From an optimization exercise on the open Yosys and OpenROAD flow, aimed at small area, a short achievable clock period and few clock cycles per item; shortcuts taken in it are not production practice. Only simulation tests tie the RTL to the original design; equivalence was not proved.

## try-umber
## mult
module mult #(
    parameter int INPUT_WIDTH = 32,
    parameter bit IS_SIGNED   = 1'b0
) (
    input logic aclk,
    input logic arst_n,
    input  logic [              1:0] in_tvalid,
    output logic [              1:0] in_tready,
    input  logic [2*INPUT_WIDTH-1:0] in_tdata,
    output logic                     out_tvalid,
    input  logic                     out_tready,
    output logic [2*INPUT_WIDTH-1:0] out_tdata
);
    logic v1_r, v2_r;       
    logic room_r;           
    logic en1, en2;
    assign en2 = out_tready || !v2_r;
    assign en1 = out_tready || room_r;
    assign in_tready[0] = en1 && in_tvalid[1];
    assign in_tready[1] = en1 && in_tvalid[0];
    logic [31:0] a;
    logic [15:0] one, two, neg;
    logic btop;
    logic [15:0] one_n, two_n, neg_n;
    always_comb begin
        one_n[0] = in_tdata[32];
        two_n[0] = in_tdata[33] & ~in_tdata[32];
        neg_n[0] = in_tdata[33];
        one_n[1] = in_tdata[34] ^ in_tdata[33];
        two_n[1] = (in_tdata[35] & ~in_tdata[34] & ~in_tdata[33]) | (~in_tdata[35] & in_tdata[34] & in_tdata[33]);
        neg_n[1] = in_tdata[35];
        one_n[2] = in_tdata[36] ^ in_tdata[35];
  ...
For scale: ~2500 cells after synthesis.
Settings: LEC_CHECK=0, ABC_AREA=0, CAP_MARGIN=20, CORE_MARGIN=2, CORE_UTILIZATION=45, PLACE_DENSITY=0.65, SLEW_MARGIN=20, SYNTH_HIERARCHICAL=1; clock period 11.0 ns.
standard.sh (not shown) runs the stock make flow with config.mk's settings and CLKGATE_MAP_FILE= SYNTH_SCRIPT=/design/flow/synth_recipe.tcl, a recipe that flattens the netlist after the stock synthesis.
==> flow/flow/run.sh <==
#!/bin/bash
# The standard layout with four changes to how it is made:
#  - flow/downsize.tcl (before floorplan) sets every combinational cell to the
#    smallest drive strength of its function; the repair steps size up what
#    the placed loads and timing need,
#  - buffers that synthesis inserted are removed at floorplan (the repair
#    steps buffer the placed nets instead),
#  - the port buffers start as buf_1 (repair sizes them up where needed),
#  - the timing repair keeps SETUP_SLACK_MARGIN ns of setup slack, so it
#    aims below the clock period.
# make's output goes to flow_make.log; each ORFS step logs under orfs/logs.
set -euo pipefail
here=$(pwd)
bash standard.sh SETUP_SLACK_MARGIN=6.05 REMOVE_ABC_BUFFERS=1 \
  "BUFFER_PORTS_ARGS=-buffer_cell sky130_fd_sc_hd__buf_1" \
  PRE_FLOORPLAN_TCL="$here/flow/downsize.tcl" finish > flow_make.log 2>&1
==> flow/flow/downsize.tcl <==
# Before floorplan: give every combinational cell the smallest drive strength
# of its function, so that repair_design and repair_timing size up only the
# cells that the placed design's loads and timing need. Registers, clock
# buffers, tie cells and physical cells are left as synthesis made them.
set dont_use {}
if {[info exists ::env(DONT_USE_CELLS)]} { set dont_use $::env(DONT_USE_CELLS) }
set db [ord::get_db]
set smallest [dict create]
foreach lib [$db getLibs] {
  foreach m [$lib getMasters] {
    set n [$m getName]
    if {![regexp {^(sky130_fd_sc_hd__[a-z0-9]+)_([0-9]+)$} $n -> base drv]} { continue }
    set skip 0
    foreach pat $dont_use { if {[string match $pat $n]} { set skip 1 } }
    if {$skip} { continue }
    set area [expr {[$m getWidth] * [$m getHeight]}]
    if {![dict exists $smallest $base] || $area < [lindex [dict get $smallest $base] 1]} {
      dict set smallest $base [list $m $area]
    }
  }
}
set swapped 0
foreach inst [[ord::get_db_block] getInsts] {
  set m [$inst getMaster]
  set n [$m getName]
  if {![regexp {^(sky130_fd_sc_hd__([a-z0-9]+))_([0-9]+)$} $n -> base short drv]} { continue }
  if {[regexp {^(df|edf|sdf|dl|clk|conb|tap|fill|decap|diode|lpflow)} $short]} { continue }
  if {![dict exists $smallest $base]} { continue }
  set new [lindex [dict get $smallest $base] 0]
  if {$new ne $m && [$new getName] ne $n} {
    if {[$inst swapMaster $new]} { incr swapped }
  }
}
puts "downsize: $swapped cells set to their smallest drive strength"
Testbench counts of try-umber, summed over its fixed seeds: cycles 3,216, items 3,200.
Inputs modified between try-umber and try-xenon:
Settings: CORE_UTILIZATION now 55, was 45; PLACE_DENSITY now 0.7, was 0.65.
--- a/flow/flow/run.sh
+++ b/flow/flow/run.sh
@@ -13,3 +13,3 @@
 here=$(pwd)
-bash standard.sh SETUP_SLACK_MARGIN=6.05 REMOVE_ABC_BUFFERS=1 \
+bash standard.sh SETUP_SLACK_MARGIN=6.2 REMOVE_ABC_BUFFERS=1 \
   "BUFFER_PORTS_ARGS=-buffer_cell sky130_fd_sc_hd__buf_1" \
### Flow results
- On normalized max-slew margin, the lower figure sits with try-xenon, not try-umber.
- For try-xenon, the worst setup path startpoint was in_tvalid[1], unlike try-umber, where it was out_tready.
- Sequential share of cell area: try-xenon vs try-umber down 0.62 points
- Looking at wire length, try-xenon sits above try-umber.
- As far as layout inverter count without the clock tree goes, try-umber and try-xenon are indistinguishable; the numbers are identical.
- Against try-umber, try-xenon reports a number of buffers inserted by post-CTS setup repair that is higher.
- Diff try-xenon and try-umber: relative area of non-clock buffer cells in the final design lower in try-umber
- try-umber → try-xenon: fraction of met1 tracks used by global routing climbed 11 points, setup slack of the critical path after layout climbed 93 ps, multi-input combinational area share climbed 0.84 points.
Relative to try-xenon, the following input files were edited for try-willow:
--- a/flow/flow/run.sh
+++ b/flow/flow/run.sh
@@ -13,3 +13,3 @@
 here=$(pwd)
-bash standard.sh SETUP_SLACK_MARGIN=6.2 REMOVE_ABC_BUFFERS=1 \
+bash standard.sh SETUP_SLACK_MARGIN=6.05 REMOVE_ABC_BUFFERS=1 \
   "BUFFER_PORTS_ARGS=-buffer_cell sky130_fd_sc_hd__buf_1" \
### Flow results
- Slew of the pin with the lowest slew margin: try-willow vs try-xenon down 17 ps
- Multi-input combinational cell area: try-willow vs try-xenon down 1100 sq um
- In try-willow the final critical path time including I/O delays and setup turned out 150 ps higher than in try-xenon.
Changes in try-onyx relative to try-willow:
Settings: changing PLACE_DENSITY from 0.7 to 0.6; changing CORE_UTILIZATION from 55 to 40.
==> flow/flow/run.sh <==
#!/bin/bash
# The standard layout with three changes to how it is made:
#  - flow/downsize.tcl (before floorplan) sets every combinational cell to the
#    smallest drive strength of its function; the repair steps size up what
#    the placed loads and timing need,
#  - buffers that synthesis inserted are removed at floorplan (the repair
#    steps buffer the placed nets instead),
#  - the timing repair keeps SETUP_SLACK_MARGIN ns of setup slack, so it
#    aims below the clock period.
# make's output goes to flow_make.log; each ORFS step logs under orfs/logs.
set -euo pipefail
here=$(pwd)
bash standard.sh SETUP_SLACK_MARGIN=6.2 REMOVE_ABC_BUFFERS=1 \
  PRE_FLOORPLAN_TCL="$here/flow/downsize.tcl" finish > flow_make.log 2>&1
### Flow results
try-onyx reached the final stage; the timing, design-rule and antenna checks on its layout passed.
Final standard cell count with taps included and fillers excluded (higher): try-onyx
Relative to try-willow, the via count of the first global-routing pass of try-onyx is higher by 271.
Against try-willow, final area in try-onyx rose by a little under 10%.
The following lists how try-violet was set up differently from try-onyx:
Settings: PLACE_DENSITY changed from 0.6 to 0.7; CORE_UTILIZATION changed from 40 to 55.
--- a/flow/flow/run.sh
+++ b/flow/flow/run.sh
@@ -1,3 +1,3 @@
 #!/bin/bash
-# The standard layout with three changes to how it is made:
+# The standard layout with four changes to how it is made:
 #  - flow/downsize.tcl (before floorplan) sets every combinational cell to the
@@ -7,2 +7,3 @@
 #    steps buffer the placed nets instead),
+#  - the port buffers start as buf_1 (repair sizes them up where needed),
 #  - the timing repair keeps SETUP_SLACK_MARGIN ns of setup slack, so it
@@ -12,3 +13,4 @@
 here=$(pwd)
-bash standard.sh SETUP_SLACK_MARGIN=6.2 REMOVE_ABC_BUFFERS=1 \
+bash standard.sh SETUP_SLACK_MARGIN=5.8 REMOVE_ABC_BUFFERS=1 \
+  "BUFFER_PORTS_ARGS=-buffer_cell sky130_fd_sc_hd__buf_1" \
   PRE_FLOORPLAN_TCL="$here/flow/downsize.tcl" finish > flow_make.log 2>&1
==> run notes <==
- try-violet ended up with met4 as its top layer reached by signal wires; try-onyx ended up with met5.
- Total routed wire length on the met1 layer on try-violet is down relative to try-onyx.
- The critical path launch point comes out out_tready in one run and s_r[41] in the other, namely in try-onyx and try-violet respectively.
- Per the comparison of try-violet with try-onyx, routed length per instance has increased, global-route usage shows an increase of 8.7 points.
- The final layout from try-violet, which completed every stage, passed the timing, design-rule and antenna checks at the end of the flow.

[static timing again, ports no longer ideal]
The results above use ideal ports. As a check the final layouts listed here were re-extracted and re-timed, cells and wires unchanged. Step 1 sets driving cells, clkbuf_16 on the clock port and buf_2 on the other inputs (assumed; they add their load-dependent delay and slew). Step 2 times the ports against the registers' clock, not the clock port: input delays grow and output delays shrink by t, the midpoint of the rising clock arrivals with the driver on. Slacks: ideal / step 1 / step 2; pairs: ideal / step 1.
run	shift t [ns]	setup slack, ns	clock arrival spread, ns	pins driven straight from the clock port
try-umber	0.546	6.093 / 6.071 / 6.071	0.017 / 0.017	1
try-xenon	0.556	6.186 / 6.125 / 6.138	0.019 / 0.019	1
try-willow	0.556	6.033 / 5.999 / 6.033	0.018 / 0.018	1
try-onyx	0.544	6.173 / 6.124 / 6.132	0.016 / 0.016	1
try-violet	0.554	5.929 / 5.867 / 5.935	0.017 / 0.017	1
After both steps every run listed still meets setup and hold. The setup slack of try-xenon, which loses most, moves by -0.061 ns with the drivers and by -0.048 ns with both steps.
